From an optimization exercise on the open Yosys and OpenROAD flow, aimed at small area, a short achievable clock period and few clock cycles; shortcuts taken in it are not production practice.
In this exercise RTL edits were held to simulation tests only and were not proved equivalent to the original.
Power and IR drop assume default switching activity.

<file path="config.mk">
export PLATFORM = sky130hd
export DESIGN_NAME = cpu_pipeline
export DESIGN_NICKNAME = cpu_pipeline
export VERILOG_FILES = /design/flow/design.v
export SDC_FILE = /design/flow/constraint.sdc
export NUM_CORES = 8
export LEC_CHECK = 0
export CAP_MARGIN = 30
export CORE_MARGIN = 2
export CORE_UTILIZATION = 40
export CTS_CLUSTER_SIZE = 30
export SETUP_SLACK_MARGIN = 3.0
export SLEW_MARGIN = 20
export SYNTH_HIERARCHICAL = 1
export SYNTH_MINIMUM_KEEP_SIZE = 0
</file>
<file path="flow/run.sh">
#!/bin/bash
# Layout flow: the standard flow (standard.sh), with every input and
# output port buffered by buf_2 cells instead of the buffer cell that
# buffer_ports picks by default. Its full output goes to standard.log.
set -e
export BUFFER_PORTS_ARGS="-buffer_cell sky130_fd_sc_hd__buf_2"
bash standard.sh > standard.log 2>&1
</file>
<file path="design.v">
module cg_inv(input wire a, output wire y);
    assign y = ~a;
endmodule
module cg_xor2(input wire a, input wire b, output wire y);
    assign y = a ^ b;
endmodule
module cg_xnor2(input wire a, input wire b, output wire y);
    assign y = ~(a ^ b);
endmodule
module cg_and2(input wire a, input wire b, output wire y);
    assign y = a & b;
endmodule
module cg_nand2(input wire a, input wire b, output wire y);
    assign y = ~(a & b);
endmodule
module cg_nor2(input wire a, input wire b, output wire y);
    assign y = ~(a | b);
endmodule
module cg_nor2b(input wire a, input wire bn, output wire y);   
    assign y = ~(a | ~bn);
endmodule
module cg_a21oi(input wire a1, input wire a2, input wire b1, output wire y);
    assign y = ~((a1 & a2) | b1);
endmodule
module cg_o21ai(input wire a1, input wire a2, input wire b1, output wire y);
    assign y = ~((a1 | a2) & b1);
endmodule
module add32(
    input wire [31:0] a,
    input wire [31:0] b,
    input wire cin,
    output wire [31:0] sum,
    output wire cout,
    output wire [31:0] p,     
    output wire [31:0] g      
);
    cg_xor2 px0(.a(a[0]), .b(b[0]), .y(p[0]));
    cg_and2 gx0(.a(a[0]), .b(b[0]), .y(g[0]));
    cg_xor2 px1(.a(a[1]), .b(b[1]), .y(p[1]));
    cg_and2 gx1(.a(a[1]), .b(b[1]), .y(g[1]));
    cg_xor2 px2(.a(a[2]), .b(b[2]), .y(p[2]));
    cg_and2 gx2(.a(a[2]), .b(b[2]), .y(g[2]));
    cg_xor2 px3(.a(a[3]), .b(b[3]), .y(p[3]));
    cg_and2 gx3(.a(a[3]), .b(b[3]), .y(g[3]));
    cg_xor2 px4(.a(a[4]), .b(b[4]), .y(p[4]));
    cg_and2 gx4(.a(a[4]), .b(b[4]), .y(g[4]));
    cg_xor2 px5(.a(a[5]), .b(b[5]), .y(p[5]));
    cg_and2 gx5(.a(a[5]), .b(b[5]), .y(g[5]));
    cg_xor2 px6(.a(a[6]), .b(b[6]), .y(p[6]));
    cg_and2 gx6(.a(a[6]), .b(b[6]), .y(g[6]));
    cg_xor2 px7(.a(a[7]), .b(b[7]), .y(p[7]));
    cg_and2 gx7(.a(a[7]), .b(b[7]), .y(g[7]));
    cg_xor2 px8(.a(a[8]), .b(b[8]), .y(p[8]));
    cg_and2 gx8(.a(a[8]), .b(b[8]), .y(g[8]));
    cg_xor2 px9(.a(a[9]), .b(b[9]), .y(p[9]));
    cg_and2 gx9(.a(a[9]), .b(b[9]), .y(g[9]));
    cg_xor2 px10(.a(a[10]), .b(b[10]), .y(p[10]));
    cg_and2 gx10(.a(a[10]), .b(b[10]), .y(g[10]));
    cg_xor2 px11(.a(a[11]), .b(b[11]), .y(p[11]));
    cg_and2 gx11(.a(a[11]), .b(b[11]), .y(g[11]));
    cg_xor2 px12(.a(a[12]), .b(b[12]), .y(p[12]));
    cg_and2 gx12(.a(a[12]), .b(b[12]), .y(g[12]));
    cg_xor2 px13(.a(a[13]), .b(b[13]), .y(p[13]));
    cg_and2 gx13(.a(a[13]), .b(b[13]), .y(g[13]));
    cg_xor2 px14(.a(a[14]), .b(b[14]), .y(p[14]));
    cg_and2 gx14(.a(a[14]), .b(b[14]), .y(g[14]));
    cg_xor2 px15(.a(a[15]), .b(b[15]), .y(p[15]));
    cg_and2 gx15(.a(a[15]), .b(b[15]), .y(g[15]));
    cg_xor2 px16(.a(a[16]), .b(b[16]), .y(p[16]));
    cg_and2 gx16(.a(a[16]), .b(b[16]), .y(g[16]));
    cg_xor2 px17(.a(a[17]), .b(b[17]), .y(p[17]));
    cg_and2 gx17(.a(a[17]), .b(b[17]), .y(g[17]));
    cg_xor2 px18(.a(a[18]), .b(b[18]), .y(p[18]));
    cg_and2 gx18(.a(a[18]), .b(b[18]), .y(g[18]));
    cg_xor2 px19(.a(a[19]), .b(b[19]), .y(p[19]));
    cg_and2 gx19(.a(a[19]), .b(b[19]), .y(g[19]));
    cg_xor2 px20(.a(a[20]), .b(b[20]), .y(p[20]));
    cg_and2 gx20(.a(a[20]), .b(b[20]), .y(g[20]));
    cg_xor2 px21(.a(a[21]), .b(b[21]), .y(p[21]));
    cg_and2 gx21(.a(a[21]), .b(b[21]), .y(g[21]));
    cg_xor2 px22(.a(a[22]), .b(b[22]), .y(p[22]));
    cg_and2 gx22(.a(a[22]), .b(b[22]), .y(g[22]));
    cg_xor2 px23(.a(a[23]), .b(b[23]), .y(p[23]));
    cg_and2 gx23(.a(a[23]), .b(b[23]), .y(g[23]));
    cg_xor2 px24(.a(a[24]), .b(b[24]), .y(p[24]));
    cg_and2 gx24(.a(a[24]), .b(b[24]), .y(g[24]));
    cg_xor2 px25(.a(a[25]), .b(b[25]), .y(p[25]));
    cg_and2 gx25(.a(a[25]), .b(b[25]), .y(g[25]));
    cg_xor2 px26(.a(a[26]), .b(b[26]), .y(p[26]));
    cg_and2 gx26(.a(a[26]), .b(b[26]), .y(g[26]));
    cg_xor2 px27(.a(a[27]), .b(b[27]), .y(p[27]));
    cg_and2 gx27(.a(a[27]), .b(b[27]), .y(g[27]));
    cg_xor2 px28(.a(a[28]), .b(b[28]), .y(p[28]));
    cg_and2 gx28(.a(a[28]), .b(b[28]), .y(g[28]));
    cg_xor2 px29(.a(a[29]), .b(b[29]), .y(p[29]));
    cg_and2 gx29(.a(a[29]), .b(b[29]), .y(g[29]));
    cg_xor2 px30(.a(a[30]), .b(b[30]), .y(p[30]));
    cg_and2 gx30(.a(a[30]), .b(b[30]), .y(g[30]));
    cg_xor2 px31(.a(a[31]), .b(b[31]), .y(p[31]));
    cg_and2 gx31(.a(a[31]), .b(b[31]), .y(g[31]));
    wire n1;
    cg_a21oi u1(.a1(p[0]), .a2(cin), .b1(g[0]), .y(n1));
    wire n2;
    cg_a21oi u2(.a1(p[1]), .a2(g[0]), .b1(g[1]), .y(n2));
    wire n3;
    cg_nand2 u3(.a(p[1]), .b(p[0]), .y(n3));
    wire n4;
    cg_a21oi u4(.a1(p[2]), .a2(g[1]), .b1(g[2]), .y(n4));
    wire n5;
    cg_nand2 u5(.a(p[2]), .b(p[1]), .y(n5));
    wire n6;
    cg_a21oi u6(.a1(p[3]), .a2(g[2]), .b1(g[3]), .y(n6));
    wire n7;
    cg_nand2 u7(.a(p[3]), .b(p[2]), .y(n7));
    wire n8;
    cg_a21oi u8(.a1(p[4]), .a2(g[3]), .b1(g[4]), .y(n8));
    wire n9;
    cg_nand2 u9(.a(p[4]), .b(p[3]), .y(n9));
    wire n10;
    cg_a21oi u10(.a1(p[5]), .a2(g[4]), .b1(g[5]), .y(n10));
    wire n11;
    cg_nand2 u11(.a(p[5]), .b(p[4]), .y(n11));
    wire n12;
    cg_a21oi u12(.a1(p[6]), .a2(g[5]), .b1(g[6]), .y(n12));
    wire n13;
    cg_nand2 u13(.a(p[6]), .b(p[5]), .y(n13));
    wire n14;
    cg_a21oi u14(.a1(p[7]), .a2(g[6]), .b1(g[7]), .y(n14));
    wire n15;
    cg_nand2 u15(.a(p[7]), .b(p[6]), .y(n15));
    wire n16;
    cg_a21oi u16(.a1(p[8]), .a2(g[7]), .b1(g[8]), .y(n16));
    wire n17;
    cg_nand2 u17(.a(p[8]), .b(p[7]), .y(n17));
    wire n18;
    cg_a21oi u18(.a1(p[9]), .a2(g[8]), .b1(g[9]), .y(n18));
    wire n19;
    cg_nand2 u19(.a(p[9]), .b(p[8]), .y(n19));
    wire n20;
    cg_a21oi u20(.a1(p[10]), .a2(g[9]), .b1(g[10]), .y(n20));
    wire n21;
    cg_nand2 u21(.a(p[10]), .b(p[9]), .y(n21));
    wire n22;
    cg_a21oi u22(.a1(p[11]), .a2(g[10]), .b1(g[11]), .y(n22));
    wire n23;
    cg_nand2 u23(.a(p[11]), .b(p[10]), .y(n23));
    wire n24;
    cg_a21oi u24(.a1(p[12]), .a2(g[11]), .b1(g[12]), .y(n24));
    wire n25;
    cg_nand2 u25(.a(p[12]), .b(p[11]), .y(n25));
    wire n26;
    cg_a21oi u26(.a1(p[13]), .a2(g[12]), .b1(g[13]), .y(n26));
    wire n27;
    cg_nand2 u27(.a(p[13]), .b(p[12]), .y(n27));
    wire n28;
    cg_a21oi u28(.a1(p[14]), .a2(g[13]), .b1(g[14]), .y(n28));
    wire n29;
    cg_nand2 u29(.a(p[14]), .b(p[13]), .y(n29));
    wire n30;
    cg_a21oi u30(.a1(p[15]), .a2(g[14]), .b1(g[15]), .y(n30));
    wire n31;
    cg_nand2 u31(.a(p[15]), .b(p[14]), .y(n31));
    wire n32;
    cg_a21oi u32(.a1(p[16]), .a2(g[15]), .b1(g[16]), .y(n32));
    wire n33;
    cg_nand2 u33(.a(p[16]), .b(p[15]), .y(n33));
    wire n34;
    cg_a21oi u34(.a1(p[17]), .a2(g[16]), .b1(g[17]), .y(n34));
    wire n35;
    cg_nand2 u35(.a(p[17]), .b(p[16]), .y(n35));
    wire n36;
    cg_a21oi u36(.a1(p[18]), .a2(g[17]), .b1(g[18]), .y(n36));
    wire n37;
    cg_nand2 u37(.a(p[18]), .b(p[17]), .y(n37));
    wire n38;
    cg_a21oi u38(.a1(p[19]), .a2(g[18]), .b1(g[19]), .y(n38));
    wire n39;
    cg_nand2 u39(.a(p[19]), .b(p[18]), .y(n39));
    wire n40;
    cg_a21oi u40(.a1(p[20]), .a2(g[19]), .b1(g[20]), .y(n40));
    wire n41;
    cg_nand2 u41(.a(p[20]), .b(p[19]), .y(n41));
    wire n42;
    cg_a21oi u42(.a1(p[21]), .a2(g[20]), .b1(g[21]), .y(n42));
    wire n43;
    cg_nand2 u43(.a(p[21]), .b(p[20]), .y(n43));
    wire n44;
    cg_a21oi u44(.a1(p[22]), .a2(g[21]), .b1(g[22]), .y(n44));
    wire n45;
    cg_nand2 u45(.a(p[22]), .b(p[21]), .y(n45));
    wire n46;
    cg_a21oi u46(.a1(p[23]), .a2(g[22]), .b1(g[23]), .y(n46));
    wire n47;
    cg_nand2 u47(.a(p[23]), .b(p[22]), .y(n47));
    wire n48;
    cg_a21oi u48(.a1(p[24]), .a2(g[23]), .b1(g[24]), .y(n48));
    wire n49;
    cg_nand2 u49(.a(p[24]), .b(p[23]), .y(n49));
    wire n50;
    cg_a21oi u50(.a1(p[25]), .a2(g[24]), .b1(g[25]), .y(n50));
    wire n51;
    cg_nand2 u51(.a(p[25]), .b(p[24]), .y(n51));
    wire n52;
    cg_a21oi u52(.a1(p[26]), .a2(g[25]), .b1(g[26]), .y(n52));
    wire n53;
    cg_nand2 u53(.a(p[26]), .b(p[25]), .y(n53));
    wire n54;
    cg_a21oi u54(.a1(p[27]), .a2(g[26]), .b1(g[27]), .y(n54));
    wire n55;
    cg_nand2 u55(.a(p[27]), .b(p[26]), .y(n55));
    wire n56;
    cg_a21oi u56(.a1(p[28]), .a2(g[27]), .b1(g[28]), .y(n56));
    wire n57;
    cg_nand2 u57(.a(p[28]), .b(p[27]), .y(n57));
    wire n58;
    cg_a21oi u58(.a1(p[29]), .a2(g[28]), .b1(g[29]), .y(n58));
    wire n59;
    cg_nand2 u59(.a(p[29]), .b(p[28]), .y(n59));
    wire n60;
    cg_a21oi u60(.a1(p[30]), .a2(g[29]), .b1(g[30]), .y(n60));
    wire n61;
    cg_nand2 u61(.a(p[30]), .b(p[29]), .y(n61));
    wire n62;
    cg_a21oi u62(.a1(p[31]), .a2(g[30]), .b1(g[31]), .y(n62));
    wire n63;
    cg_nand2 u63(.a(p[31]), .b(p[30]), .y(n63));
    wire n64;
    cg_inv u64(.a(cin), .y(n64));
    wire n65;
    cg_o21ai u65(.a1(n3), .a2(n64), .b1(n2), .y(n65));
    wire n66;
    cg_o21ai u66(.a1(n5), .a2(n1), .b1(n4), .y(n66));
    wire n67;
    cg_o21ai u67(.a1(n7), .a2(n2), .b1(n6), .y(n67));
    wire n68;
    cg_nor2 u68(.a(n7), .b(n3), .y(n68));
    wire n69;
    cg_o21ai u69(.a1(n9), .a2(n4), .b1(n8), .y(n69));
    wire n70;
    cg_nor2 u70(.a(n9), .b(n5), .y(n70));
    wire n71;
    cg_o21ai u71(.a1(n11), .a2(n6), .b1(n10), .y(n71));
    wire n72;
    cg_nor2 u72(.a(n11), .b(n7), .y(n72));
    wire n73;
    cg_o21ai u73(.a1(n13), .a2(n8), .b1(n12), .y(n73));
    wire n74;
    cg_nor2 u74(.a(n13), .b(n9), .y(n74));
    wire n75;
    cg_o21ai u75(.a1(n15), .a2(n10), .b1(n14), .y(n75));
    wire n76;
    cg_nor2 u76(.a(n15), .b(n11), .y(n76));
    wire n77;
    cg_o21ai u77(.a1(n17), .a2(n12), .b1(n16), .y(n77));
    wire n78;
    cg_nor2 u78(.a(n17), .b(n13), .y(n78));
    wire n79;
    cg_o21ai u79(.a1(n19), .a2(n14), .b1(n18), .y(n79));
    wire n80;
    cg_nor2 u80(.a(n19), .b(n15), .y(n80));
    wire n81;
    cg_o21ai u81(.a1(n21), .a2(n16), .b1(n20), .y(n81));
    wire n82;
    cg_nor2 u82(.a(n21), .b(n17), .y(n82));
    wire n83;
    cg_o21ai u83(.a1(n23), .a2(n18), .b1(n22), .y(n83));
    wire n84;
    cg_nor2 u84(.a(n23), .b(n19), .y(n84));
    wire n85;
    cg_o21ai u85(.a1(n25), .a2(n20), .b1(n24), .y(n85));
    wire n86;
    cg_nor2 u86(.a(n25), .b(n21), .y(n86));
    wire n87;
    cg_o21ai u87(.a1(n27), .a2(n22), .b1(n26), .y(n87));
    wire n88;
    cg_nor2 u88(.a(n27), .b(n23), .y(n88));
    wire n89;
    cg_o21ai u89(.a1(n29), .a2(n24), .b1(n28), .y(n89));
    wire n90;
    cg_nor2 u90(.a(n29), .b(n25), .y(n90));
    wire n91;
    cg_o21ai u91(.a1(n31), .a2(n26), .b1(n30), .y(n91));
    wire n92;
    cg_nor2 u92(.a(n31), .b(n27), .y(n92));
    wire n93;
    cg_o21ai u93(.a1(n33), .a2(n28), .b1(n32), .y(n93));
    wire n94;
    cg_nor2 u94(.a(n33), .b(n29), .y(n94));
    wire n95;
    cg_o21ai u95(.a1(n35), .a2(n30), .b1(n34), .y(n95));
    wire n96;
    cg_nor2 u96(.a(n35), .b(n31), .y(n96));
    wire n97;
    cg_o21ai u97(.a1(n37), .a2(n32), .b1(n36), .y(n97));
    wire n98;
    cg_nor2 u98(.a(n37), .b(n33), .y(n98));
    wire n99;
    cg_o21ai u99(.a1(n39), .a2(n34), .b1(n38), .y(n99));
    wire n100;
    cg_nor2 u100(.a(n39), .b(n35), .y(n100));
    wire n101;
    cg_o21ai u101(.a1(n41), .a2(n36), .b1(n40), .y(n101));
    wire n102;
    cg_nor2 u102(.a(n41), .b(n37), .y(n102));
    wire n103;
    cg_o21ai u103(.a1(n43), .a2(n38), .b1(n42), .y(n103));
    wire n104;
    cg_nor2 u104(.a(n43), .b(n39), .y(n104));
    wire n105;
    cg_o21ai u105(.a1(n45), .a2(n40), .b1(n44), .y(n105));
    wire n106;
    cg_nor2 u106(.a(n45), .b(n41), .y(n106));
    wire n107;
    cg_o21ai u107(.a1(n47), .a2(n42), .b1(n46), .y(n107));
    wire n108;
    cg_nor2 u108(.a(n47), .b(n43), .y(n108));
    wire n109;
    cg_o21ai u109(.a1(n49), .a2(n44), .b1(n48), .y(n109));
    wire n110;
    cg_nor2 u110(.a(n49), .b(n45), .y(n110));
    wire n111;
    cg_o21ai u111(.a1(n51), .a2(n46), .b1(n50), .y(n111));
    wire n112;
    cg_nor2 u112(.a(n51), .b(n47), .y(n112));
    wire n113;
    cg_o21ai u113(.a1(n53), .a2(n48), .b1(n52), .y(n113));
    wire n114;
    cg_nor2 u114(.a(n53), .b(n49), .y(n114));
    wire n115;
    cg_o21ai u115(.a1(n55), .a2(n50), .b1(n54), .y(n115));
    wire n116;
    cg_nor2 u116(.a(n55), .b(n51), .y(n116));
    wire n117;
    cg_o21ai u117(.a1(n57), .a2(n52), .b1(n56), .y(n117));
    wire n118;
    cg_nor2 u118(.a(n57), .b(n53), .y(n118));
    wire n119;
    cg_o21ai u119(.a1(n59), .a2(n54), .b1(n58), .y(n119));
    wire n120;
    cg_nor2 u120(.a(n59), .b(n55), .y(n120));
    wire n121;
    cg_o21ai u121(.a1(n61), .a2(n56), .b1(n60), .y(n121));
    wire n122;
    cg_nor2 u122(.a(n61), .b(n57), .y(n122));
    wire n123;
    cg_o21ai u123(.a1(n63), .a2(n58), .b1(n62), .y(n123));
    wire n124;
    cg_nor2 u124(.a(n63), .b(n59), .y(n124));
    wire n125;
    cg_a21oi u125(.a1(n68), .a2(cin), .b1(n67), .y(n125));
    wire n126;
    cg_inv u126(.a(n1), .y(n126));
    wire n127;
    cg_a21oi u127(.a1(n70), .a2(n126), .b1(n69), .y(n127));
    wire n128;
    cg_a21oi u128(.a1(n72), .a2(n65), .b1(n71), .y(n128));
    wire n129;
    cg_a21oi u129(.a1(n74), .a2(n66), .b1(n73), .y(n129));
    wire n130;
    cg_a21oi u130(.a1(n76), .a2(n67), .b1(n75), .y(n130));
    wire n131;
    cg_nand2 u131(.a(n76), .b(n68), .y(n131));
    wire n132;
    cg_a21oi u132(.a1(n78), .a2(n69), .b1(n77), .y(n132));
    wire n133;
    cg_nand2 u133(.a(n78), .b(n70), .y(n133));
    wire n134;
    cg_a21oi u134(.a1(n80), .a2(n71), .b1(n79), .y(n134));
    wire n135;
    cg_nand2 u135(.a(n80), .b(n72), .y(n135));
    wire n136;
    cg_a21oi u136(.a1(n82), .a2(n73), .b1(n81), .y(n136));
    wire n137;
    cg_nand2 u137(.a(n82), .b(n74), .y(n137));
    wire n138;
    cg_a21oi u138(.a1(n84), .a2(n75), .b1(n83), .y(n138));
    wire n139;
    cg_nand2 u139(.a(n84), .b(n76), .y(n139));
    wire n140;
    cg_a21oi u140(.a1(n86), .a2(n77), .b1(n85), .y(n140));
    wire n141;
    cg_nand2 u141(.a(n86), .b(n78), .y(n141));
    wire n142;
    cg_a21oi u142(.a1(n88), .a2(n79), .b1(n87), .y(n142));
    wire n143;
    cg_nand2 u143(.a(n88), .b(n80), .y(n143));
    wire n144;
    cg_a21oi u144(.a1(n90), .a2(n81), .b1(n89), .y(n144));
    wire n145;
    cg_nand2 u145(.a(n90), .b(n82), .y(n145));
    wire n146;
    cg_a21oi u146(.a1(n92), .a2(n83), .b1(n91), .y(n146));
    wire n147;
    cg_nand2 u147(.a(n92), .b(n84), .y(n147));
    wire n148;
    cg_a21oi u148(.a1(n94), .a2(n85), .b1(n93), .y(n148));
    wire n149;
    cg_nand2 u149(.a(n94), .b(n86), .y(n149));
    wire n150;
    cg_a21oi u150(.a1(n96), .a2(n87), .b1(n95), .y(n150));
    wire n151;
    cg_nand2 u151(.a(n96), .b(n88), .y(n151));
    wire n152;
    cg_a21oi u152(.a1(n98), .a2(n89), .b1(n97), .y(n152));
    wire n153;
    cg_nand2 u153(.a(n98), .b(n90), .y(n153));
    wire n154;
    cg_a21oi u154(.a1(n100), .a2(n91), .b1(n99), .y(n154));
    wire n155;
    cg_nand2 u155(.a(n100), .b(n92), .y(n155));
    wire n156;
    cg_a21oi u156(.a1(n102), .a2(n93), .b1(n101), .y(n156));
    wire n157;
    cg_nand2 u157(.a(n102), .b(n94), .y(n157));
    wire n158;
    cg_a21oi u158(.a1(n104), .a2(n95), .b1(n103), .y(n158));
    wire n159;
    cg_nand2 u159(.a(n104), .b(n96), .y(n159));
    wire n160;
    cg_a21oi u160(.a1(n106), .a2(n97), .b1(n105), .y(n160));
    wire n161;
    cg_nand2 u161(.a(n106), .b(n98), .y(n161));
    wire n162;
    cg_a21oi u162(.a1(n108), .a2(n99), .b1(n107), .y(n162));
    wire n163;
    cg_nand2 u163(.a(n108), .b(n100), .y(n163));
    wire n164;
    cg_a21oi u164(.a1(n110), .a2(n101), .b1(n109), .y(n164));
    wire n165;
    cg_nand2 u165(.a(n110), .b(n102), .y(n165));
    wire n166;
    cg_a21oi u166(.a1(n112), .a2(n103), .b1(n111), .y(n166));
    wire n167;
    cg_nand2 u167(.a(n112), .b(n104), .y(n167));
    wire n168;
    cg_a21oi u168(.a1(n114), .a2(n105), .b1(n113), .y(n168));
    wire n169;
    cg_nand2 u169(.a(n114), .b(n106), .y(n169));
    wire n170;
    cg_a21oi u170(.a1(n116), .a2(n107), .b1(n115), .y(n170));
    wire n171;
    cg_nand2 u171(.a(n116), .b(n108), .y(n171));
    wire n172;
    cg_a21oi u172(.a1(n118), .a2(n109), .b1(n117), .y(n172));
    wire n173;
    cg_nand2 u173(.a(n118), .b(n110), .y(n173));
    wire n174;
    cg_a21oi u174(.a1(n120), .a2(n111), .b1(n119), .y(n174));
    wire n175;
    cg_nand2 u175(.a(n120), .b(n112), .y(n175));
    wire n176;
    cg_a21oi u176(.a1(n122), .a2(n113), .b1(n121), .y(n176));
    wire n177;
    cg_nand2 u177(.a(n122), .b(n114), .y(n177));
    wire n178;
    cg_a21oi u178(.a1(n124), .a2(n115), .b1(n123), .y(n178));
    wire n179;
    cg_nand2 u179(.a(n124), .b(n116), .y(n179));
    wire n180;
    cg_o21ai u180(.a1(n131), .a2(n64), .b1(n130), .y(n180));
    wire n181;
    cg_o21ai u181(.a1(n133), .a2(n1), .b1(n132), .y(n181));
    wire n182;
    cg_inv u182(.a(n65), .y(n182));
    wire n183;
    cg_o21ai u183(.a1(n135), .a2(n182), .b1(n134), .y(n183));
    wire n184;
    cg_inv u184(.a(n66), .y(n184));
    wire n185;
    cg_o21ai u185(.a1(n137), .a2(n184), .b1(n136), .y(n185));
    wire n186;
    cg_o21ai u186(.a1(n139), .a2(n125), .b1(n138), .y(n186));
    wire n187;
    cg_o21ai u187(.a1(n141), .a2(n127), .b1(n140), .y(n187));
    wire n188;
    cg_o21ai u188(.a1(n143), .a2(n128), .b1(n142), .y(n188));
    wire n189;
    cg_o21ai u189(.a1(n145), .a2(n129), .b1(n144), .y(n189));
    wire n190;
    cg_o21ai u190(.a1(n147), .a2(n130), .b1(n146), .y(n190));
    wire n191;
    cg_nor2 u191(.a(n147), .b(n131), .y(n191));
    wire n192;
    cg_o21ai u192(.a1(n149), .a2(n132), .b1(n148), .y(n192));
    wire n193;
    cg_nor2 u193(.a(n149), .b(n133), .y(n193));
    wire n194;
    cg_o21ai u194(.a1(n151), .a2(n134), .b1(n150), .y(n194));
    wire n195;
    cg_nor2 u195(.a(n151), .b(n135), .y(n195));
    wire n196;
    cg_o21ai u196(.a1(n153), .a2(n136), .b1(n152), .y(n196));
    wire n197;
    cg_nor2 u197(.a(n153), .b(n137), .y(n197));
    wire n198;
    cg_o21ai u198(.a1(n155), .a2(n138), .b1(n154), .y(n198));
    wire n199;
    cg_nor2 u199(.a(n155), .b(n139), .y(n199));
    wire n200;
    cg_o21ai u200(.a1(n157), .a2(n140), .b1(n156), .y(n200));
    wire n201;
    cg_nor2 u201(.a(n157), .b(n141), .y(n201));
    wire n202;
    cg_o21ai u202(.a1(n159), .a2(n142), .b1(n158), .y(n202));
    wire n203;
    cg_nor2 u203(.a(n159), .b(n143), .y(n203));
    wire n204;
    cg_o21ai u204(.a1(n161), .a2(n144), .b1(n160), .y(n204));
    wire n205;
    cg_nor2 u205(.a(n161), .b(n145), .y(n205));
    wire n206;
    cg_o21ai u206(.a1(n163), .a2(n146), .b1(n162), .y(n206));
    wire n207;
    cg_nor2 u207(.a(n163), .b(n147), .y(n207));
    wire n208;
    cg_o21ai u208(.a1(n165), .a2(n148), .b1(n164), .y(n208));
    wire n209;
    cg_nor2 u209(.a(n165), .b(n149), .y(n209));
    wire n210;
    cg_o21ai u210(.a1(n167), .a2(n150), .b1(n166), .y(n210));
    wire n211;
    cg_nor2 u211(.a(n167), .b(n151), .y(n211));
    wire n212;
    cg_o21ai u212(.a1(n169), .a2(n152), .b1(n168), .y(n212));
    wire n213;
    cg_nor2 u213(.a(n169), .b(n153), .y(n213));
    wire n214;
    cg_o21ai u214(.a1(n171), .a2(n154), .b1(n170), .y(n214));
    wire n215;
    cg_nor2 u215(.a(n171), .b(n155), .y(n215));
    wire n216;
    cg_o21ai u216(.a1(n173), .a2(n156), .b1(n172), .y(n216));
    wire n217;
    cg_nor2 u217(.a(n173), .b(n157), .y(n217));
    wire n218;
    cg_o21ai u218(.a1(n175), .a2(n158), .b1(n174), .y(n218));
    wire n219;
    cg_nor2 u219(.a(n175), .b(n159), .y(n219));
    wire n220;
    cg_o21ai u220(.a1(n177), .a2(n160), .b1(n176), .y(n220));
    wire n221;
    cg_nor2 u221(.a(n177), .b(n161), .y(n221));
    wire n222;
    cg_o21ai u222(.a1(n179), .a2(n162), .b1(n178), .y(n222));
    wire n223;
    cg_nor2 u223(.a(n179), .b(n163), .y(n223));
    wire n224;
    cg_a21oi u224(.a1(n191), .a2(cin), .b1(n190), .y(n224));
    wire n225;
    cg_a21oi u225(.a1(n193), .a2(n126), .b1(n192), .y(n225));
    wire n226;
    cg_a21oi u226(.a1(n195), .a2(n65), .b1(n194), .y(n226));
    wire n227;
    cg_a21oi u227(.a1(n197), .a2(n66), .b1(n196), .y(n227));
    wire n228;
    cg_inv u228(.a(n125), .y(n228));
    wire n229;
    cg_a21oi u229(.a1(n199), .a2(n228), .b1(n198), .y(n229));
    wire n230;
    cg_inv u230(.a(n127), .y(n230));
    wire n231;
    cg_a21oi u231(.a1(n201), .a2(n230), .b1(n200), .y(n231));
    wire n232;
    cg_inv u232(.a(n128), .y(n232));
    wire n233;
    cg_a21oi u233(.a1(n203), .a2(n232), .b1(n202), .y(n233));
    wire n234;
    cg_inv u234(.a(n129), .y(n234));
    wire n235;
    cg_a21oi u235(.a1(n205), .a2(n234), .b1(n204), .y(n235));
    wire n236;
    cg_a21oi u236(.a1(n207), .a2(n180), .b1(n206), .y(n236));
    wire n237;
    cg_a21oi u237(.a1(n209), .a2(n181), .b1(n208), .y(n237));
    wire n238;
    cg_a21oi u238(.a1(n211), .a2(n183), .b1(n210), .y(n238));
    wire n239;
    cg_a21oi u239(.a1(n213), .a2(n185), .b1(n212), .y(n239));
    wire n240;
    cg_a21oi u240(.a1(n215), .a2(n186), .b1(n214), .y(n240));
    wire n241;
    cg_a21oi u241(.a1(n217), .a2(n187), .b1(n216), .y(n241));
    wire n242;
    cg_a21oi u242(.a1(n219), .a2(n188), .b1(n218), .y(n242));
    wire n243;
    cg_a21oi u243(.a1(n221), .a2(n189), .b1(n220), .y(n243));
    wire n244;
    cg_a21oi u244(.a1(n223), .a2(n190), .b1(n222), .y(n244));
    wire n245;
    cg_nand2 u245(.a(n223), .b(n191), .y(n245));
    wire n246;
    cg_o21ai u246(.a1(n245), .a2(n64), .b1(n244), .y(n246));
    cg_xor2 sx0(.a(p[0]), .b(cin), .y(sum[0]));
    cg_xnor2 sx1(.a(p[1]), .b(n1), .y(sum[1]));
    cg_xor2 sx2(.a(p[2]), .b(n65), .y(sum[2]));
    cg_xor2 sx3(.a(p[3]), .b(n66), .y(sum[3]));
    cg_xnor2 sx4(.a(p[4]), .b(n125), .y(sum[4]));
    cg_xnor2 sx5(.a(p[5]), .b(n127), .y(sum[5]));
    cg_xnor2 sx6(.a(p[6]), .b(n128), .y(sum[6]));
    cg_xnor2 sx7(.a(p[7]), .b(n129), .y(sum[7]));
    cg_xor2 sx8(.a(p[8]), .b(n180), .y(sum[8]));
    cg_xor2 sx9(.a(p[9]), .b(n181), .y(sum[9]));
    cg_xor2 sx10(.a(p[10]), .b(n183), .y(sum[10]));
    cg_xor2 sx11(.a(p[11]), .b(n185), .y(sum[11]));
    cg_xor2 sx12(.a(p[12]), .b(n186), .y(sum[12]));
    cg_xor2 sx13(.a(p[13]), .b(n187), .y(sum[13]));
    cg_xor2 sx14(.a(p[14]), .b(n188), .y(sum[14]));
    cg_xor2 sx15(.a(p[15]), .b(n189), .y(sum[15]));
    cg_xnor2 sx16(.a(p[16]), .b(n224), .y(sum[16]));
    cg_xnor2 sx17(.a(p[17]), .b(n225), .y(sum[17]));
    cg_xnor2 sx18(.a(p[18]), .b(n226), .y(sum[18]));
    cg_xnor2 sx19(.a(p[19]), .b(n227), .y(sum[19]));
    cg_xnor2 sx20(.a(p[20]), .b(n229), .y(sum[20]));
    cg_xnor2 sx21(.a(p[21]), .b(n231), .y(sum[21]));
    cg_xnor2 sx22(.a(p[22]), .b(n233), .y(sum[22]));
    cg_xnor2 sx23(.a(p[23]), .b(n235), .y(sum[23]));
    cg_xnor2 sx24(.a(p[24]), .b(n236), .y(sum[24]));
    cg_xnor2 sx25(.a(p[25]), .b(n237), .y(sum[25]));
    cg_xnor2 sx26(.a(p[26]), .b(n238), .y(sum[26]));
    cg_xnor2 sx27(.a(p[27]), .b(n239), .y(sum[27]));
    cg_xnor2 sx28(.a(p[28]), .b(n240), .y(sum[28]));
    cg_xnor2 sx29(.a(p[29]), .b(n241), .y(sum[29]));
    cg_xnor2 sx30(.a(p[30]), .b(n242), .y(sum[30]));
    cg_xnor2 sx31(.a(p[31]), .b(n243), .y(sum[31]));
    assign cout = n246;
endmodule
module sh_mux2i(input wire s, input wire a1, input wire a0, output wire y);
    assign y = ~(s ? a1 : a0);
endmodule
module sh_right32(
    input wire [31:0] a,
    input wire left,
    input wire fill,         
    input wire [4:0] amt,
    output wire [31:0] y
);
    wire [31:0] st [0:5];
    genvar i, k;
    generate
        for (i = 0; i < 32; i = i + 1) begin : in_
            sh_mux2i m(.s(left), .a1(a[31 - i]), .a0(a[i]), .y(st[0][i]));
        end
        for (k = 0; k < 5; k = k + 1) begin : stage
            wire f = (k % 2 == 0) ? ~fill : fill;
            for (i = 0; i < 32; i = i + 1) begin : b_
                if (i + (1 << k) < 32) begin : m
                    sh_mux2i m(.s(amt[k]), .a1(st[k][i + (1 << k)]), .a0(st[k][i]), .y(st[k+1][i]));
                end else begin : e
                    sh_mux2i m(.s(amt[k]), .a1(f), .a0(st[k][i]), .y(st[k+1][i]));
                end
            end
        end
    endgenerate
    assign y = st[5];
endmodule
module ex_alu(
    input wire [(32-1):0] a,
    input wire [(32-1):0] b,
    input wire sub,           
    input wire arith,         
    input wire left,          
    output wire [(32-1):0] sum,
    output wire [(32-1):0] x,      
    output wire [(32-1):0] n,      
    output wire [(32-1):0] shl,
    output wire [(32-1):0] shr,
    output wire lt_s,         
    output wire lt_u          
);
    wire cout;
    add32 add(.a(a), .b(b), .cin(sub), .sum(sum), .cout(cout), .p(x), .g(n));
    assign lt_u = ~cout;
    assign lt_s = (a[31] ^ b[31]) ? sum[31] : a[31];
    wire [31:0] sh_out;
    sh_right32 sh(.a(a), .left(left), .fill(arith & ~left & a[31]), .amt(b[4:0]), .y(sh_out));
    reg [31:0] sh_rev;
    integer i;
    always @(*) begin
        for (i = 0; i < 32; i = i + 1) sh_rev[i] = sh_out[31 - i];
    end
    assign shl = sh_rev;
    assign shr = sh_out;
endmodule
module br_group(input wire [3:0] a, input wire [3:0] b, output wire lt, output wire eq);
    assign eq = (a == b);
    assign lt = (a < b);
endmodule
module br_pre(
    input wire [(32-1):0] a,
    input wire [(32-1):0] b,
    output wire [7:0] lt,      
    output wire [7:0] eq,      
    output wire lt7s           
);
    genvar k;
    generate for (k = 0; k < 8; k = k + 1) begin : g
        br_group u(.a(a[4*k+3:4*k]), .b(b[4*k+3:4*k]), .lt(lt[k]), .eq(eq[k]));
    end endgenerate
    br_group us(.a({~a[31], a[30:28]}), .b({~b[31], b[30:28]}), .lt(lt7s), .eq());
endmodule
module br_merge(
    input wire [7:0] lt,
    input wire [7:0] eq,
    input wire lt7s,
    output wire eq_all,
    output wire lt_u,
    output wire lt_s
);
    wire l10 = lt[1] | (eq[1] & lt[0]);
    wire e10 = eq[1] & eq[0];
    wire l32 = lt[3] | (eq[3] & lt[2]);
    wire e32 = eq[3] & eq[2];
    wire l54 = lt[5] | (eq[5] & lt[4]);
    wire e54 = eq[5] & eq[4];
    wire l30 = l32 | (e32 & l10);
    wire e30 = e32 & e10;
    wire l64 = lt[6] | (eq[6] & l54);
    wire e64 = eq[6] & e54;
    wire l60 = l64 | (e64 & l30);
    wire e60 = e64 & e30;
    assign eq_all = eq[7] & e60;
    assign lt_u = lt[7] | (eq[7] & l60);
    assign lt_s = lt7s | (eq[7] & l60);
endmodule
module rf_aoi222(input wire a1, a2, b1, b2, c1, c2, output wire y);
    assign y = ~((a1 & a2) | (b1 & b2) | (c1 & c2));
endmodule
module rf_nand2(input wire a, b, output wire y);
    assign y = ~(a & b);
endmodule
module rf_or11n(input wire [10:0] a, output wire y);
    assign y = ~&a;
endmodule
module rf_wmux(input wire s, sn, a, b, output wire y);
    assign y = (s & a) | (sn & b);
endmodule
module rf_read(input wire [31:1] sel, input wire [32*31-1:0] q, output wire [31:0] y);
    genvar b, g;
    generate for (b = 0; b < 32; b = b + 1) begin : bit_
        wire [10:0] t;
        for (g = 0; g < 10; g = g + 1) begin : grp
            rf_aoi222 u(.a1(sel[3*g+1]), .a2(q[32*(3*g+0) + b]),
                        .b1(sel[3*g+2]), .b2(q[32*(3*g+1) + b]),
                        .c1(sel[3*g+3]), .c2(q[32*(3*g+2) + b]),
                        .y(t[g]));
        end
        rf_nand2 u31(.a(sel[31]), .b(q[32*30 + b]), .y(t[10]));
        rf_or11n o(.a(t), .y(y[b]));
    end endgenerate
endmodule
module registers(
    input wire clk,
    input wire [4:0] rs1_addr,
    input wire [4:0] rs2_addr,
    input wire [4:0] rd_addr,
    input wire [(32-1):0] rd_data,
    input wire rd_en,
    output wire [(32-1):0] rs1_out,
    output wire [(32-1):0] rs2_out
);
    reg [32*31-1:0] q;      
    wire [32*31-1:0] d;
    wire [31:1] sel1, sel2, we;
    genvar i, b;
    generate for (i = 1; i < 32; i = i + 1) begin : reg_
        assign sel1[i] = (rs1_addr == i);
        assign sel2[i] = (rs2_addr == i);
        assign we[i] = rd_en & (rd_addr == i);
        for (b = 0; b < 32; b = b + 1) begin : bit_
            rf_wmux m(.s(we[i]), .sn(~we[i]), .a(rd_data[b]), .b(q[32*(i-1) + b]), .y(d[32*(i-1) + b]));
        end
    end endgenerate
    always @(posedge clk)
        q <= d;
    rf_read p1(.sel(sel1), .q(q), .y(rs1_out));
    rf_read p2(.sel(sel2), .q(q), .y(rs2_out));
endmodule
module inst_fetch #(parameter W = 8) (
    input wire jump,           
    input wire c_beq, c_bne, c_blt, c_bge, c_bltu, c_bgeu,   
    input wire eq, lt_s, lt_u,
    input wire [W-1:0] target,
    input wire [W-1:0] seq,
    output wire [W-1:0] pc
);
    wire taken = jump |
                 (eq ? c_beq : c_bne) |
                 (lt_s ? c_blt : c_bge) |
                 (lt_u ? c_bltu : c_bgeu);
    assign pc = taken ? target : seq;
endmodule
module cpu_pipeline(
    input wire clk,
    input wire rst_n,
    output wire ibus_req,
    output wire [(32-1):0] ibus_addr,
    input wire [(32-1):0] ibus_rdata,
    input wire ibus_ready,
    output wire dbus_req,
    output wire dbus_we,
    output wire [(32-1):0] dbus_addr,
    output wire [(32-1):0] dbus_wdata,
    output wire [1:0] dbus_size,
    input wire [(32-1):0] dbus_rdata,
    input wire dbus_ready
);
    reg ex_valid;
    reg [31:0] ex_rs1;
    reg [31:0] ex_b;     
    reg ex_sub;
    reg [31:0] ex_imm;
    reg [4:0] ex_rd;
    reg [2:0] ex_f3;
    reg ex_f7;           
    reg ex_wr;           
    reg ex_lui, ex_auipc, ex_jal, ex_jalr, ex_br, ex_ld, ex_st, ex_opimm, ex_op;
    reg [7:0] ex_clt, ex_ceq;   
    reg ex_clt7s;
    reg ex_base_pc;      
    reg ex_base_rs;      
    reg [31:2] fetch_q;
    wire [31:2] seq_pc = fetch_q + {29'd0, ex_valid};
    wire [31:0] wb_data;
    wire [31:2] fetch_pc;
    wire ex_mem = ex_ld | ex_st;
    wire replay = ex_valid & ex_mem & ~dbus_ready;
    wire accept = ibus_ready & ~replay;
    assign ibus_addr = {fetch_pc, 2'b00};
    assign ibus_req = ~replay;
    always @(posedge clk or negedge rst_n) begin
        if (!rst_n)
            fetch_q <= 30'd0;
        else if (!replay)
            fetch_q <= fetch_pc;
    end
    wire [31:0] inst = ibus_rdata;
    wire [6:0] opc = inst[6:0];
    wire d_lui   = (opc == 7'b0110111);
    wire d_auipc = (opc == 7'b0010111);
    wire d_jal   = (opc == 7'b1101111);
    wire d_jalr  = (opc == 7'b1100111);
    wire d_br    = (opc == 7'b1100011);
    wire d_ld    = (opc == 7'b0000011);
    wire d_st    = (opc == 7'b0100011);
    wire d_opimm = (opc == 7'b0010011);
    wire d_op    = (opc == 7'b0110011);
    wire d_wr = (d_lui | d_auipc | d_jal | d_jalr | d_ld | d_opimm | d_op) & (inst[11:7] != 5'd0);
    wire d_sub = ((d_op | d_opimm) & (inst[14:13] == 2'b01)) |
                 (d_op & inst[30] & (inst[14:12] == 3'b000));
    wire [31:0] imm_i = {{20{inst[31]}}, inst[31:20]};
    wire [31:0] imm_s = {{20{inst[31]}}, inst[31:25], inst[11:7]};
    wire [31:0] imm_b = {{19{inst[31]}}, inst[31], inst[7], inst[30:25], inst[11:8], 1'b0};
    wire [31:0] imm_j = {{11{inst[31]}}, inst[31], inst[19:12], inst[20], inst[30:21], 1'b0};
    wire [31:0] imm_u = {inst[31:12], 12'd0};
    wire [31:0] imm = d_st ? imm_s :
                      d_br ? imm_b :
                      d_jal ? imm_j :
                      (d_lui | d_auipc) ? imm_u : imm_i;
    wire [4:0] rs1 = inst[19:15];
    wire [4:0] rs2 = inst[24:20];
    wire [31:0] rf_rs1, rf_rs2;
    wire wb_en = ex_valid & ex_wr;
    registers registers(
        .clk(clk),
        .rs1_addr(rs1),
        .rs2_addr(rs2),
        .rd_addr(ex_rd),
        .rd_data(wb_data),
        .rd_en(wb_en & ~replay),
        .rs1_out(rf_rs1),
        .rs2_out(rf_rs2)
    );
    wire fwd1 = wb_en & (ex_rd == rs1);
    wire fwd2 = wb_en & (ex_rd == rs2);
    wire [31:0] rs1v = fwd1 ? wb_data : rf_rs1;
    wire [31:0] rs2v = fwd2 ? wb_data : rf_rs2;
    wire [7:0] d_clt, d_ceq;
    wire d_clt7s;
    br_pre br_pre(.a(rs1v), .b(rs2v), .lt(d_clt), .eq(d_ceq), .lt7s(d_clt7s));
    always @(posedge clk or negedge rst_n) begin
        if (!rst_n)
            ex_valid <= 1'b0;
        else
            ex_valid <= accept;
    end
    always @(posedge clk) begin
        ex_rs1 <= rs1v;
        ex_b <= {32{d_sub}} ^ (d_opimm ? imm_i : rs2v);
        ex_sub <= d_sub;
        ex_imm <= imm;
        ex_rd <= inst[11:7];
        ex_f3 <= inst[14:12];
        ex_f7 <= inst[30];
        ex_wr <= d_wr;
        ex_lui <= d_lui;
        ex_auipc <= d_auipc;
        ex_jal <= d_jal;
        ex_jalr <= d_jalr;
        ex_br <= d_br;
        ex_ld <= d_ld;
        ex_st <= d_st;
        ex_opimm <= d_opimm;
        ex_op <= d_op;
        ex_clt <= d_clt;
        ex_ceq <= d_ceq;
        ex_clt7s <= d_clt7s;
        ex_base_pc <= d_br | d_jal | d_auipc;
        ex_base_rs <= d_ld | d_st | d_jalr;
    end
    wire [31:0] sum, x, n, shl, shr;
    wire alu_lts, alu_ltu;
    ex_alu alu(
        .a(ex_rs1),
        .b(ex_b),
        .sub(ex_sub),
        .arith(ex_f7),
        .left(ex_f3 == 3'b001),
        .sum(sum),
        .x(x),
        .n(n),
        .shl(shl),
        .shr(shr),
        .lt_s(alu_lts),
        .lt_u(alu_ltu)
    );
    wire [31:0] base = ({32{ex_base_pc}} & {fetch_q, 2'b00}) | ({32{ex_base_rs}} & ex_rs1);
    wire [31:0] agu;
    add32 agu_add(.a(base), .b(ex_imm), .cin(1'b0), .sum(agu), .cout(), .p(), .g());
    wire eq, lt_u, lt_s;
    br_merge br_merge(
        .lt(ex_clt),
        .eq(ex_ceq),
        .lt7s(ex_clt7s),
        .eq_all(eq),
        .lt_u(lt_u),
        .lt_s(lt_s)
    );
    wire exb = ex_valid & ex_br;
    wire c_beq  = exb & (ex_f3 == 3'b000);
    wire c_bne  = exb & (ex_f3 == 3'b001);
    wire c_blt  = exb & (ex_f3 == 3'b100);
    wire c_bge  = exb & (ex_f3 == 3'b101);
    wire c_bltu = exb & (ex_f3 == 3'b110);
    wire c_bgeu = exb & (ex_f3 == 3'b111);
    wire jump = ex_valid & (ex_jal | ex_jalr);
    genvar gs;
    generate for (gs = 0; gs < 4; gs = gs + 1) begin : fsel
        localparam integer LO = 2 + 8 * gs;
        localparam integer W = (gs == 3) ? 6 : 8;
        inst_fetch #(.W(W)) f(
            .jump(jump),
            .c_beq(c_beq), .c_bne(c_bne), .c_blt(c_blt), .c_bge(c_bge),
            .c_bltu(c_bltu), .c_bgeu(c_bgeu),
            .eq(eq), .lt_s(lt_s), .lt_u(lt_u),
            .target(agu[LO+W-1:LO]),
            .seq(seq_pc[LO+W-1:LO]),
            .pc(fetch_pc[LO+W-1:LO])
        );
    end endgenerate
    wire [31:0] ld_data;
    assign ld_data[7:0] = dbus_rdata[7:0];
    assign ld_data[15:8] = (ex_f3 == 3'b000) ? {8{dbus_rdata[7]}} : dbus_rdata[15:8];
    assign ld_data[31:16] = (ex_f3 == 3'b000) ? {16{dbus_rdata[7]}} :
                            (ex_f3 == 3'b001) ? {16{dbus_rdata[15]}} : dbus_rdata[31:16];
    wire ex_alu_op = ex_opimm | ex_op;
    wire s_sum  = ex_alu_op & (ex_f3 == 3'b000);
    wire s_sll  = ex_alu_op & (ex_f3 == 3'b001);
    wire s_slt  = ex_alu_op & (ex_f3 == 3'b010);
    wire s_sltu = ex_alu_op & (ex_f3 == 3'b011);
    wire s_sr   = ex_alu_op & (ex_f3 == 3'b101);
    wire s_x    = ex_alu_op & ((ex_f3 == 3'b100) | (ex_f3 == 3'b110));   
    wire s_n    = ex_alu_op & ((ex_f3 == 3'b110) | (ex_f3 == 3'b111));   
    wire s_link = ex_jal | ex_jalr;
    assign wb_data = ({32{s_sum}} & sum) |
                     ({32{s_sll}} & shl) |
                     ({32{s_sr}} & shr) |
                     ({32{s_x}} & x) |
                     ({32{s_n}} & n) |
                     {31'd0, (s_slt & alu_lts) | (s_sltu & alu_ltu)} |
                     ({32{ex_ld}} & ld_data) |
                     ({32{s_link}} & {seq_pc, 2'b00}) |
                     ({32{ex_lui}} & ex_imm) |
                     ({32{ex_auipc}} & agu);
    assign dbus_req = ex_valid & ex_mem;
    assign dbus_we = ex_st;
    assign dbus_addr = agu;
    assign dbus_wdata = ex_b;
    assign dbus_size = {~ex_f3[1] & ex_f3[0], ~ex_f3[1] & ~ex_f3[0]};
endmodule
</file>
<file path="constraint.sdc">
create_clock -name core_clock -period 8.0 [get_ports {clk}]
set_input_delay 1.6000 -clock core_clock [delete_from_list [all_inputs] [get_ports {clk}]]
set_output_delay 1.6000 -clock core_clock [all_outputs]
set_load 0.01 [all_outputs]
</file>
<file path="standard.sh">
#!/bin/bash
# synth_recipe.tcl (not shown) runs the flow's synth.tcl, then flattens the netlist and writes it again
# the make line also repeats each setting of config.mk as NAME=value (left out here)
make -C /OpenROAD-flow-scripts/flow DESIGN_CONFIG=/design/flow/config.mk WORK_HOME=/design/flow/orfs CLKGATE_MAP_FILE= SYNTH_SCRIPT=/design/flow/synth_recipe.tcl "${@:-finish}"
</file>
==> results of run 1 <==
-- state kept, by name, indices dropped and copies added, names as in the netlist, 3 cells and up --
| signal | count |
|---|---|
| ex_rs1 | 32 |
| ex_f3 | 3 |
| ex_rd | 5 |
| ex_ceq | 8 |
| registers.q | 992 |
| ex_b | 32 |
| ex_clt | 8 |
| ex_imm | 32 |
| fetch_q | 30 |
-- layout make-up --
cell class / count / area (um^2) / area share (%)
inverter: 100 / 379.1 / 0.5708
timing repair inverter: 1 / 5.005 / 0.007535
clock buffer: 170 / 3513 / 5.290
tap: 1794 / 2245 / 3.380
timing repair buffer: 424 / 3274 / 4.930
clock inverter: 61 / 720.7 / 1.085
sequential: 1158 / 23420 / 35.26
antenna: 27 / 67.56 / 0.1017
multi-input combinational: 3856 / 32800 / 49.38
-- power by group --
| group | total, mW | switching (mW) | internal (mW) |
|---|---|---|---|
| clock network | 6.04 | 2.60 | 3.44 |
| registers | 6.12 | 0.229 | 5.89 |
| logic | 1.21 | 0.780 | 0.433 |
| total | 13.4 | 3.61 | 9.76 |
-- worst max path at each step --
stage	from	end	slack (ps)	cells past startpoint
6_report	ex_rs1[6]	ibus_addr[14]	2960	10
3_5_place_dp	ibus_rdata[24]	ex_clt[0]	2190	12
5_1_grt	ex_base_pc	ibus_addr[26]	2920	11
2_1_floorplan	ex_f3[2]	ex_clt[6]	2930	20
4_1_cts	ex_rs1[29]	ibus_addr[31]	2970	10
3_3_place_gp	ex_base_rs	ex_clt7s	2060	18
-- what timing repair did --
| item | CTS | global route |
|---|---|---|
| setup buffers | 35 | 22 |
| resized for setup | 177 | 134 |
| pin swaps | 16 | 33 |
| cloned | 2 | 1 |
| hold endpoints to repair | 0 | 0 |
| setup endpoints to repair | 283 | 78 |
-- per-stage QoR --
stage	utilization (%)	setup slack [ps]	hold WS (ps)
detailed placement	43.76	2193	476.5
floorplan	-	2930	459.9
finish	48.49	2959	497.8
global placement	43.41	2060	472.1
global route	48.45	2921	509.5
CTS	47.69	2966	497.1
-- layer usage --
layer / wire (um) / vias to the layer above
met5: 322 / -
met4: 23250 / 38
met3: 43230 / 1025
met2: 122600 / 4877
met1: 108500 / 28055
li1: - / 23046
-- worst max-delay path: cells and delay by family (launching register included) --
| kind | cells | cell delay [ps] |
|---|---|---|
| muxes | 1 | 250 |
| and+or+nand+nor | 3 | 490 |
| DFF | 1 | 600 |
| AOI/OAI and AO/OA | 2 | 540 |
| xor gates and xnor gates | 2 | 510 |
| buffers and inverters | 2 | 280 |
==> qor.yml, run 1 <==
routing:
  wl_per_cell_um: 39.24
  routed_via_density: 7.514
  num_vias: 57041
  route.detailed.drc: 0
  totalWireLength_um: 297800
  drtAntennaViolNets: 0
  first_pass_iters: 14
  drt_iter0_markers: 13365
grt:
  met3_usage_pct: 15.61
  grt_overflow: 0
  grt_util_all_layers_pct: 40.12
  grt-busiest-layer: "met2"
  grt_pass1_vias: 52533
  use_met1_pct: 49.23
  grt_pass1_wl_um: 410200
  grtUsageMet2_pct: 57.90
  grt_max_degree: 45
  antenna_found_initial: 63
final_layout:
  final_cell_mix: "1,089 x dfxtp_1, 1,018 x a22o_1, 668 x a222oi_1, 257 x nand2_1, 215 x buf_4"
  drive_gt1_share_pct: 22.31
  layout_commonest_cell: "dfxtp_1"
  final_nets: 5768
  area_growth_pct: 20.71
  final_cells: 7591
  design_area_um2: 66420
  n_fill_cell: 12529
sta:
  worst_slew_pin_slew_ps: 1096
  min_period_over_period_pct: 63.01
  fmax_mhz: 198.4
  finalSetupViolCount: 0
  fin_crit_ps: 5041
  slew_viol_final: 0
  fin_worst_skew_ps: 77.03
  rsz0062_at_grt: "true"
  tns_ps: 0
  relSlewSlack_pct: 26.78
  hold_violations: 0
cts:
  cts.sinks: 1158
  ctsHoldBuffers: 0
  cts.path.max_buffers: 3
  h-tree-depth: 3
  cts_tree: "built"
  clk_pin_slew_worst_paths_ps: 60
  numCtsBuffers: 121
  root_buffer: "clkbuf_16"
  clock_latency_ps: 800
floorplanning:
  die_x_um: 374.9
  die_area_um2: 140500
  start_util_pct: 40.17
  rows: 136
  die_h_um: 374.9
  fp.coreArea_um2: 137000
  ios: 169
yosys:
  syn_avg_cell_area_um2: 10.49
  syn_area_um2: 55020
  yosysWarnings: 10
  syn-instance-count: 5243
critical_path:
  worstPathArrival_ps: 3440
  r2r_slack_ps: 3040
  start_kind: "flop"
  r2r-start: "ex_rs1[16]"
  reg2reg_to: "ex_clt[4]"
  worstRegToRegCells: 15
  required_ps: 6400
  path_class: "reg -> out"
  cpPeakStageDelay_ps: 600
  crit_path_cell_trace: "a22o_2, xor2_4, nand2_2, nor2_4, nand2_1, o21ai_4, buf_12, xor2_2, mux2_2, buf_2"
  critPathSlowestCell: "dfxtp_2"
  cp-end-kind: "output port"
  critPathMaxFanout: 5
placement:
  placed_cells: 7266
  port_buffers: 166
  hpwl_um: 196800
  gp_congestion: 1.054
  dpl-instance-area_um2: 59950
pwr:
  p_total_mw: 13.37
  ir_worst_vdd_uv: 221.7
  powerDensity_nw_per_um2: 201.3
  p_leak_nw: 24.66
worst_hold_path:
  worstHoldPathCells: 1
  min_path_type: "reg -> reg"
  whs_endpoint: "registers.q[827]"
  worstHoldStart: "registers.q[827]"
outcome:
  status: "finished clean"
flow_run:
  drv_cap: 0
Testbench counts, summed over its fixed seeds: cycles 77,558.
==> inputs of run 2 (changes only) <==
--- a/config.mk
+++ b/config.mk
@@ -10,3 +10,5 @@
 export CORE_UTILIZATION = 40
-export CTS_CLUSTER_SIZE = 30
+export CTS_CLUSTER_DIAMETER = 120
+export CTS_CLUSTER_SIZE = 22
+export GPL_TIMING_DRIVEN = 0
 export SETUP_SLACK_MARGIN = 3.0
==> run 2 against run 1 <==
First-iteration DRC count shrank 10%. Flip-flop and latch count unchanged. Via count shrank 0.56%. Sequential power is 0.8% lower. Critical endpoint is now ex_clt[5]. Largest cell class unchanged. Largest power group unchanged. Highest routed layer unchanged.
==> qor.yml, run 2 <==
outcome:
  status: "finished clean"  # unchanged
yosys:
  syn-instance-count: 5243  # unchanged
  yosysWarnings: 10  # unchanged
  syn_avg_cell_area_um2: 10.49  # unchanged
  syn_area_um2: 55020  # unchanged
pwr:
  p_leak_nw: 24.82  # was 24.66 nW
  powerDensity_nw_per_um2: 161.7  # was 201.3 nW/um^2
  p_total_mw: 10.86  # was 13.37 mW
  ir_worst_vdd_uv: 203.6  # was 221.7 uV
grt:
  antenna_found_initial: 32  # was 63
  grt_pass1_vias: 52759  # was 52,533
  grt_overflow: 0  # unchanged
  grt-busiest-layer: "met2"  # unchanged
  met3_usage_pct: 11.86  # was 15.61%
  use_met1_pct: 47.52  # was 49.23%
  grt_util_all_layers_pct: 40.27  # was 40.12%
  grt_max_degree: 33  # was 45
  grtUsageMet2_pct: 61.68  # was 57.90%
  grt_pass1_wl_um: 410900  # was 410,200 um
final_layout:
  area_growth_pct: 22.13  # was 20.71%
  largest-register: "registers.q"  # unchanged
  drive_gt1_share_pct: 22.80  # was 22.31%
  final_nets: 5861  # was 5,768
  final_cell_mix: "1,087 x dfxtp_1, 1,007 x a22o_1, 668 x a222oi_1, 229 x nand2_1, 203 x mux2i_1"  # was 1,089 x dfxtp_1, 1,018 x a22o_1, 668 x a222oi_1, 257 x nand2_1, 215 x buf_4
  layout_commonest_cell: "dfxtp_1"  # unchanged
  largest_reg_flops: 992  # unchanged
  n_fill_cell: 12414  # was 12,529
critical_path:
  required_ps: 8630  # was 6400 ps
  worstPathArrival_ps: 5730  # was 3440 ps
  r2r-start: "ex_f3[2]"  # was ex_rs1[16]
  path_class: "in -> reg"  # was reg -> out
  cp-end-kind: "flop"  # was output port
  critPathMaxFanout: 14  # was 5
  crit_start: "ibus_rdata[17]"  # was ex_rs1[6]
  start_kind: "input port"  # was flop
sta:
  tns_ps: 0  # unchanged
  fin_worst_skew_ps: 85.66  # was 77.03 ps
  min_period_over_period_pct: 63.71  # was 63.01%
  hold_violations: 0  # unchanged
  fmax_mhz: 196.2  # was 198.4 MHz
  fin_hold_ws_ps: 501.9  # was 497.8 ps
  relSlewSlack_pct: 23.80  # was 26.78%
  finalSetupViolCount: 0  # unchanged
  slew_viol_final: 0  # unchanged
  worst_slew_pin_slew_ps: 1143  # was 1096 ps
  fin_ws_ps: 2903  # was 2959 ps
  rsz0062_at_grt: "true"  # unchanged
  fin_crit_ps: 5097  # was 5041 ps
routing:
  first_pass_iters: 13  # was 14
  wl_per_cell_um: 39.35  # was 39.24 um
  num_vias: 56721  # was 57,041
  routed_via_density: 7.488  # was 7.514
  totalWireLength_um: 298100  # was 297,800 um
  drtAntennaViolNets: 0  # unchanged
  drt_iter0_markers: 11989  # was 13,365
  route.detailed.drc: 0  # unchanged
floorplanning:
  start_util_pct: 40.17  # unchanged
  die_h_um: 374.9  # unchanged
  rows: 136  # unchanged
  ios: 169  # unchanged
  die_area_um2: 140500  # unchanged
  fp.coreArea_um2: 137000  # unchanged
  die_x_um: 374.9  # unchanged
placement:
  port_buffers: 166  # unchanged
  pre_cts_slack_ps: 1966  # was 2193 ps
  hpwl_um: 214100  # was 196,800 um
  gp_congestion: 1.059  # was 1.054
flow_run:
  drv_cap: 0  # unchanged
cts:
  cts.sinks: 1158  # unchanged
  cts_tree: "built"  # unchanged
  root_buffer: "clkbuf_16"  # unchanged
  cts.path.max_buffers: 3  # unchanged
  clock_latency_ps: 800  # about the same
  ctsHoldBuffers: 0  # unchanged
  numCtsBuffers: 60  # was 121
  h-tree-depth: 2  # was 3
  clk_pin_slew_worst_paths_ps: 90  # was 60 ps
worst_hold_path:
  min_path_type: "reg -> reg"  # unchanged
  worstHoldStart: "registers.q[226]"  # was registers.q[827]
[run 2: final cells by class]
cell class	count	area [um^2]	share of cell area, %
clock buffer	64	1516	2.257
timing repair inverter	1	5.005	0.007448
inverter	100	379.1	0.5642
multi-input combinational	3857	33140	49.31
clock inverter	7	155.1	0.2309
buffer	136	895.9	1.333
sequential	1158	23400	34.82
antenna	17	42.54	0.06331
tap	1794	2245	3.340
timing repair buffer	441	5428	8.077
[run 2: path summary, 6_finish.rpt]
check,endpoint,slack (ps),cells after the start
max in group asynchronous,fetch_q[2],6760,2
min in group asynchronous,fetch_q[21],790,1
worst min register to register,registers.q[226],500,1
worst max register to register,ex_clt[7],3090,20
worst min-delay path,registers.q[226],500,1
worst max-delay path,ex_clt[5],2900,12
[run 2: repair_timing]
action,4_1_cts,5_1_grt
resized for setup,233,157
pin swaps,32,33
endpoints found under the hold margin,0,0
cloned,3,2
buffers inserted,33,23
setup endpoints to repair,718,118
[run 2: routing by layer]
metal / vias up / wire [um]
li1: 23160 / -
met1: 27760 / 105200
met2: 4611 / 127700
met3: 1178 / 36330
met4: 12 / 28710
met5: - / 78
[run 2: where the power goes]
group / switching [mW] / internal, mW
clock: 2.08 / 1.38
sequential: 0.187 / 5.88
combinational: 0.847 / 0.490
total: 3.11 / 7.75
[run 2: worst max-delay path, stage by stage]
cell,delay [ps]
buf_2,290
nand3b_1,450
nor2_4,190
buf_16,210
buf_8,160
a222oi_1,380
nand4_1,840
or3_4,690
mux2_2,320
ha_1,320
a21oi_2,60
o21a_1,180
[run 2: per-stage QoR]
step / std cells / instance area [um^2] / util [%]
2_1_floorplan: 5249 / 55110 / -
3_3_place_gp: 7209 / 58190 / 42.48
3_5_place_dp: 7421 / 63170 / 46.12
4_1_cts: 7528 / 66230 / 48.35
5_1_grt: 7560 / 67160 / 49.03
6_report: 7575 / 67200 / 49.06
==> inputs of run 3 (changes only) <==
--- a/config.mk
+++ b/config.mk
@@ -12,3 +12,2 @@
 export CTS_CLUSTER_SIZE = 22
-export GPL_TIMING_DRIVEN = 0
 export SETUP_SLACK_MARGIN = 3.0
==> run 3 against run 2 <==
Hold slack improved by 3.1 ps. Non-clock buffer count fell by 158. Still clean on timing, DRC and antenna. Routed wire length shrank 0.74%. Total power down 1.2%. Clock power down 2%. Final area decreased by 5.3%. Flip-flop and latch count unchanged. Sequential share of layout area up 2.0 points. Synthesized cell count unchanged. Critical endpoint is now ex_clt[0]. Synthesized area did not move. Fmax increased by 1.1%. Die area unchanged.
==> qor.yml, run 3 <==
sta:
  fin_worst_skew_ps: 51.72  # was 85.66 ps
  fin_crit_ps: 5041  # was 5097 ps
  min_period_over_period_pct: 63.02  # was 63.71%
  fmax_mhz: 198.4  # was 196.2 MHz
  fin_ws_ps: 2959  # was 2903 ps
  worst_slew_pin_slew_ps: 1115  # was 1143 ps
  rsz0062_at_grt: "true"  # unchanged
  tns_ps: 0  # unchanged
  hold_violations: 0  # unchanged
  relSlewSlack_pct: 25.50  # was 23.80%
  finalSetupViolCount: 0  # unchanged
  slew_viol_final: 0  # unchanged
cts:
  numCtsBuffers: 59  # was 60
  cts.sinks: 1158  # unchanged
  clock_latency_ps: 750  # was 800 ps
  clk_pin_slew_worst_paths_ps: 90  # about the same
  root_buffer: "clkbuf_16"  # unchanged
  h-tree-depth: 2  # unchanged
  cts_tree: "built"  # unchanged
  cts.path.max_buffers: 3  # unchanged
critical_path:
  worstRegToRegCells: 19  # was 20
  start_kind: "input port"  # unchanged
  required_ps: 8630  # about the same
  critPathMaxFanout: 17  # was 14
  reg2reg_to: "ex_clt[4]"  # was ex_clt[7]
  path_class: "in -> reg"  # unchanged
  worstPathArrival_ps: 5670  # was 5730 ps
  cp-end-kind: "flop"  # unchanged
  critPathSlowestCell: "nand2_1"  # was nand4_1
  crit_start: "ibus_rdata[19]"  # was ibus_rdata[17]
  r2r_slack_ps: 3020  # was 3090 ps
  r2r-start: "ex_f3[1]"  # was ex_f3[2]
  cp_common_cell: "nand2_1"
  cpPeakStageDelay_ps: 740  # was 840 ps
  crit_path_cell_trace: "buf_2, nand2_1, nor2_4, buf_4, a222oi_1, nand4_1, or3_1, mux2_2, ha_1, nand2_1, o21a_1"  # was buf_2, nand3b_1, nor2_4, buf_16, buf_8, a222oi_1, nand4_1, or3_4, mux2_2, ha_1, a21oi_2, o21a_1
floorplanning:
  start_util_pct: 40.17  # unchanged
  ios: 169  # unchanged
  die_area_um2: 140500  # unchanged
  fp.coreArea_um2: 137000  # unchanged
  die_h_um: 374.9  # unchanged
  rows: 136  # unchanged
  die_x_um: 374.9  # unchanged
routing:
  drtAntennaViolNets: 0  # unchanged
  totalWireLength_um: 295800  # was 298,100 um
  wl_per_cell_um: 39.86  # was 39.35 um
  drt_iter0_markers: 13605  # was 11,989
  first_pass_iters: 13  # unchanged
  route.detailed.drc: 0  # unchanged
  num_vias: 56218  # was 56,721
  routed_via_density: 7.575  # was 7.488
pwr:
  p_leak_nw: 23.31  # was 24.82 nW
  powerDensity_nw_per_um2: 168.7  # was 161.7 nW/um^2
  ir_worst_vdd_uv: 188.2  # was 203.6 uV
  p_total_mw: 10.73  # was 10.86 mW
grt:
  grt_max_degree: 45  # was 33
  grt_overflow: 0  # unchanged
  grt_pass1_wl_um: 407100  # was 410,900 um
  grtUsageMet2_pct: 58.29  # was 61.68%
  grt_pass1_vias: 51635  # was 52,759
  antenna_found_initial: 60  # was 32
  grt_util_all_layers_pct: 39.83  # was 40.27%
  use_met1_pct: 49.66  # was 47.52%
  grt-busiest-layer: "met2"  # unchanged
  met3_usage_pct: 14.26  # was 11.86%
placement:
  placed_cells: 7266  # was 7,421
  port_buffers: 166  # unchanged
  pre_cts_slack_ps: 2193  # was 1966 ps
  hpwl_um: 196800  # was 214,100 um
  gp_congestion: 1.054  # was 1.059
worst_hold_path:
  whs_endpoint: "registers.q[983]"  # was registers.q[226]
  worstHoldPathCells: 1  # unchanged
  worstHoldStart: "registers.q[983]"  # was registers.q[226]
  min_path_type: "reg -> reg"  # unchanged
flow_run:
  drv_cap: 0  # unchanged
final_layout:
  layout_commonest_cell: "dfxtp_1"  # unchanged
  final_cells: 7422  # was 7,575
  drive_gt1_share_pct: 20.26  # was 22.80%
  largest-register: "registers.q"  # unchanged
  n_fill_cell: 12761  # was 12,414
  final_nets: 5701  # was 5,861
  area_growth_pct: 15.62  # was 22.13%
  final_cell_mix: "1,087 x dfxtp_1, 1,020 x a22o_1, 668 x a222oi_1, 259 x nand2_1, 212 x buf_4"  # was 1,087 x dfxtp_1, 1,007 x a22o_1, 668 x a222oi_1, 229 x nand2_1, 203 x mux2i_1
  fin_util_pct: 46.44  # was 49.06%
  largest_reg_flops: 992  # unchanged
yosys:
  syn-instance-count: 5243  # unchanged
  syn_area_um2: 55020  # unchanged
  yosysWarnings: 10  # unchanged
  syn_avg_cell_area_um2: 10.49  # unchanged
outcome:
  status: "finished clean"  # unchanged
## run 3: final cells by class
type,count,area (um^2),share of cell area [%]
flip-flops and latches,1158,23430,36.82
multi-input cells,3856,32680,51.37
repair buffers,419,3214,5.053
clock buffers,62,1498,2.354
inverters,100,379.1,0.5959
repair inverters,1,5.005,0.007867
clock inverters,6,106.4,0.1672
well taps,1794,2245,3.528
diodes,26,65.06,0.1023
## run 3: worst max-delay path: cells and delay by family
family | cells | cell delay (ps)
AOI/OAI and AO/OA | 2 | 510
adders and majority gates | 1 | 310
buffers and inverters | 2 | 530
muxes | 1 | 380
and+or+nand+nor | 5 | 2300
## run 3: worst max path at each step
stage	endpoint	slack [ps]
floorplan	ex_clt[6]	2930
global placement	ex_clt7s	2060
detailed placement	ex_clt[0]	2190
CTS	ibus_addr[27]	2960
global route	ibus_addr[18]	2950
finish	ex_clt[0]	2960
## run 3: routing by layer
| metal | share of wire (%) | vias to the layer above |
|---|---|---|
| li1 | - | 22804 |
| met1 | 37 | 27707 |
| met2 | 41 | 4688 |
| met3 | 14 | 981 |
| met4 | 7.6 | 38 |
| met5 | 0.078 | - |
## run 3: power by group
part           switching, mW  leakage (nW)  total, mW  internal [mW]
clock network           2.03         0.786       3.40           1.38
logic                  0.780          13.0       1.22          0.438
registers              0.227          9.53       6.11           5.88
total                   3.03          23.3       10.7           7.70
## run 3: timing repair
action / in CTS / in global routing
endpoints found under the setup margin: 296 / 82
hold buffers: 0 / 0
setup buffers: 31 / 21
pin swaps: 15 / 23
cloned: 2 / 1
gates resized for setup: 174 / 126
## run 3: through the flow
stage | hold slack [ps] | instance area [um^2]
floorplan | 459.9 | 55110
global placement | 472.1 | 59460
detailed placement | 476.5 | 59950
CTS | 503.9 | 62590
global route | 516.5 | 63570
finish | 505.0 | 63620

==> separate check: timing with driven ports <==
The results above use ideal ports. As a check the final layouts listed here were re-extracted and re-timed, cells and wires unchanged.
Step 1 assumes that a clkbuf_16 drives the clock port and a buf_2 every other input.
Step 2 moves the port delays by t, midway between the first and last clock arrival at a register: inputs arrive t later, outputs are due t later. That takes back most of the time a late clock gives input paths.
Slacks: ideal ports / drivers / drivers and shift; pairs: ideal ports / drivers.
run	t (ns)	setup WS [ns]	clock arrival spread, ns	worst register clock-pin slew, ns	cell pins on the clock port's net
run 1	0.853	2.959 / 2.866 / 2.179	0.077 / 0.077	0.07 / 0.07	1
run 2	0.834	2.903 / 2.836 / 2.002	0.091 / 0.091	0.12 / 0.12	1
run 3	0.806	2.959 / 2.944 / 2.153	0.052 / 0.052	0.11 / 0.11	1
After both steps setup and hold are still met in every run listed. The setup slack of run 2, which loses most, moves by -0.067 ns with the drivers and by -0.901 ns with both steps.
